Context: an optimization exercise on an open-source flow, tuned for small area and a short achievable clock period. The choices shown serve that exercise and are no tape-out recipe.
Where RTL was checked, it was by simulation tests only, not by an equivalence proof against the original.
Power is estimated from default activity; no workload was simulated.

== rev 12 ==
==> flow/design.v <==
module fpadder(input [15:0] A, input [15:0] B, input clk, input rst, output reg [15:0] C);
wire [5:0] dbo = {1'b0, A[14:10]} - {1'b0, B[14:10]};
wire [4:0] dba = B[14:10] - A[14:10];
reg        sa1, sb1, abig1;
reg [4:0]  eb1, ad1;
reg [9:0]  ma1, mb1;
always @(posedge clk) begin
	sa1   <= A[15];
	sb1   <= B[15];
	abig1 <= ~dbo[5] & ((|dbo[4:0]) | (A[9:0] > B[9:0]));
	eb1   <= B[14:10];
	ad1   <= dbo[5] ? dba : dbo[4:0];
	ma1   <= A[9:0];
	mb1   <= B[9:0];
end
wire [9:0]  xm1 = abig1 ? ma1 : mb1;
wire [9:0]  ym1 = abig1 ? mb1 : ma1;
wire [10:0] ys = {1'b1, ym1} >> ad1[3:0];
wire [10:0] yv = ad1[4] ? 11'd0 : ys;
wire        sub1 = sa1 ^ sb1;
reg        sign2, sub2;
reg [4:0]  exp2;    
reg [9:0]  xm2;
reg [10:0] ym2;
always @(posedge clk) begin
	sign2 <= abig1 ? sa1 : sb1;
	sub2  <= sub1;
	exp2  <= eb1 + (abig1 ? ad1 : 5'd0) + 5'd1;
	xm2   <= xm1;
	ym2   <= yv ^ {11{sub1}};
end
wire [12:0] s = {2'b01, xm2, 1'b1} + {sub2, ym2, sub2};
reg        sign3;
reg [4:0]  exp3;    
reg [11:0] s3;
always @(posedge clk) begin
	sign3 <= sign2;
	exp3  <= exp2;
	s3    <= s[12:1];
end
reg [3:0] k;
always @(*) begin
	casez (s3[11:1])
	11'b1??????????: k = 4'd0;
	11'b01?????????: k = 4'd1;
	11'b001????????: k = 4'd2;
	11'b0001???????: k = 4'd3;
	11'b00001??????: k = 4'd4;
	11'b000001?????: k = 4'd5;
	11'b0000001????: k = 4'd6;
	11'b00000001???: k = 4'd7;
	11'b000000001??: k = 4'd8;
	11'b0000000001?: k = 4'd9;
	11'b00000000001: k = 4'd10;
	default:         k = 4'd1;
	endcase
end
wire [12:0] w = {s3, 1'b0} << k;
wire [5:0]  en = {exp3, 1'b1} + {1'b1, ~k, 1'b1};    
wire [4:0]  e = en[5:1];
wire zero = ~sign3 && exp3 == 5'd1 && s3 == 12'h800;
always @(posedge clk)
	C <= {sign3, e[4:1], e[0] & ~zero, w[11:2]};
endmodule
export LEC_CHECK = 0
export ABC_AREA = 1
export CAP_MARGIN = 20
export CORE_MARGIN = 2
export CORE_UTILIZATION = 40
export CTS_BUF_LIST = sky130_fd_sc_hd__clkbuf_4 sky130_fd_sc_hd__clkbuf_8
export CTS_CLUSTER_DIAMETER = 80
export CTS_CLUSTER_SIZE = 50
export SETUP_SLACK_MARGIN = 2.3
export SLEW_MARGIN = 20
export TNS_END_PERCENT = 0
create_clock -name core_clock -period 4.0 [get_ports {clk}]
standard.sh (not shown) runs the stock make flow with config.mk's settings and CLKGATE_MAP_FILE= SYNTH_SCRIPT=/design/flow/synth_recipe.tcl, a recipe that flattens the netlist after the stock synthesis.
==> flow/flow/run.sh <==
#!/bin/bash
# Standard layout, with plain buffers (not delay cells) on the ports.
set -euo pipefail
export BUFFER_PORTS_ARGS="-buffer_cell sky130_fd_sc_hd__buf_2"
bash standard.sh > standard.log 2>&1
[inputs] rev 13 vs rev 12
==> flow/design.v <==
module fpadder(input [15:0] A, input [15:0] B, input clk, input rst, output reg [15:0] C);
wire [4:0] ea = A[14:10], eb = B[14:10];
wire       gte  = ea > eb;
wire       abig = A[14:0] > B[14:0];
wire [4:0] dab = ea - eb;
wire [4:0] dba = eb - ea;
reg        sign1, sub1, abig1;
reg [4:0]  exp1, sh1;
reg [9:0]  ma1, mb1;
always @(posedge clk) begin
	sign1 <= abig ? A[15] : B[15];
	sub1  <= A[15] ^ B[15];
	abig1 <= abig;
	exp1  <= gte ? ea : eb;
	sh1   <= gte ? dab : dba;
	ma1   <= A[9:0];
	mb1   <= B[9:0];
end
wire [9:0]  xm1 = abig1 ? ma1 : mb1;
wire [9:0]  ym1 = abig1 ? mb1 : ma1;
wire [10:0] ys = {1'b1, ym1} >> sh1[3:0];
wire [10:0] yv = sh1[4] ? 11'd0 : ys;
reg        sign2, sub2;
reg [4:0]  exp2;    
reg [9:0]  xm2;
reg [10:0] ym2;
always @(posedge clk) begin
	sign2 <= sign1;
	sub2  <= sub1;
	exp2  <= exp1 + 5'd1;
	xm2   <= xm1;
	ym2   <= yv ^ {11{sub1}};
end
wire [12:0] s = {2'b01, xm2, 1'b1} + {sub2, ym2, sub2};
reg        sign3;
reg [4:0]  exp3;    
reg [11:0] s3;
always @(posedge clk) begin
	sign3 <= sign2;
	exp3  <= exp2;
	s3    <= s[12:1];
end
reg [3:0] k;
always @(*) begin
	casez (s3[11:1])
	11'b1??????????: k = 4'd0;
	11'b01?????????: k = 4'd1;
	11'b001????????: k = 4'd2;
	11'b0001???????: k = 4'd3;
	11'b00001??????: k = 4'd4;
	11'b000001?????: k = 4'd5;
	11'b0000001????: k = 4'd6;
	11'b00000001???: k = 4'd7;
	11'b000000001??: k = 4'd8;
	11'b0000000001?: k = 4'd9;
	11'b00000000001: k = 4'd10;
	default:         k = 4'd1;
	endcase
end
wire [12:0] w = {s3, 1'b0} << k;
wire [5:0]  en = {exp3, 1'b1} + {1'b1, ~k, 1'b1};    
wire [4:0]  e = en[5:1];
wire zero = ~sign3 && exp3 == 5'd1 && s3 == 12'h800;
always @(posedge clk)
	C <= {sign3, e[4:1], e[0] & ~zero, w[11:2]};
endmodule
Notes after the runs:
- Rev 13 did not stop at any stage, and its layout met the timing, design-rule and antenna checks.
- Relative to rev 12, rev 13 degrades cell area after layout.
- Compared with rev 12, rev 13 shows a higher logic gate share of total power.
- In the reports for rev 13 and rev 12, the larger internal power contribution belongs to rev 13.
- Rev 12 → rev 13: maximum resistive drop on vdd fell by 45%, post-synthesis simple-gate area fraction now larger, portion of netlist area occupied by mux cells saw an increase, total design power has increased, routed wire length rose 11%.
- Sort rev 13 and rev 12 by sequential share of cell area, ascending, and rev 13 comes first.
- Rev 13: vertical extent of the die is about 0.9% higher than what rev 12 reported.
Only the layout flow was run in rev 13; the RTL was not checked for function there.

[afterwards: timing with drivers on the ports]
No port has a modelled driver above. Below, the same layouts with a new extraction and two added sets of constraints.
Step 1 sets driving cells, clkbuf_16 on the clock port and buf_2 on the other inputs (assumed; they add their load-dependent delay and slew).
Step 2 times the ports against the registers' clock, not the clock port: input delays grow and output delays shrink by t, the midpoint of the rising clock arrivals with the driver on.
Slacks: ideal / step 1 / step 2; pairs: ideal / step 1.
| run | shift t [ns] | setup slack, ns | worst setup path after step 2 | cell pins on the clock port's net |
|---|---|---|---|---|
| rev 12 | 0.395 | 2.039 / 2.039 / 1.740 | input to register | 1 |
| rev 13 | 0.394 | 2.023 / 2.028 / 1.635 | input to register | 1 |
After both steps setup and hold are still met in every run listed. The setup slack of rev 13, which loses most, moves by +0.005 ns with the drivers and by -0.388 ns with both steps.
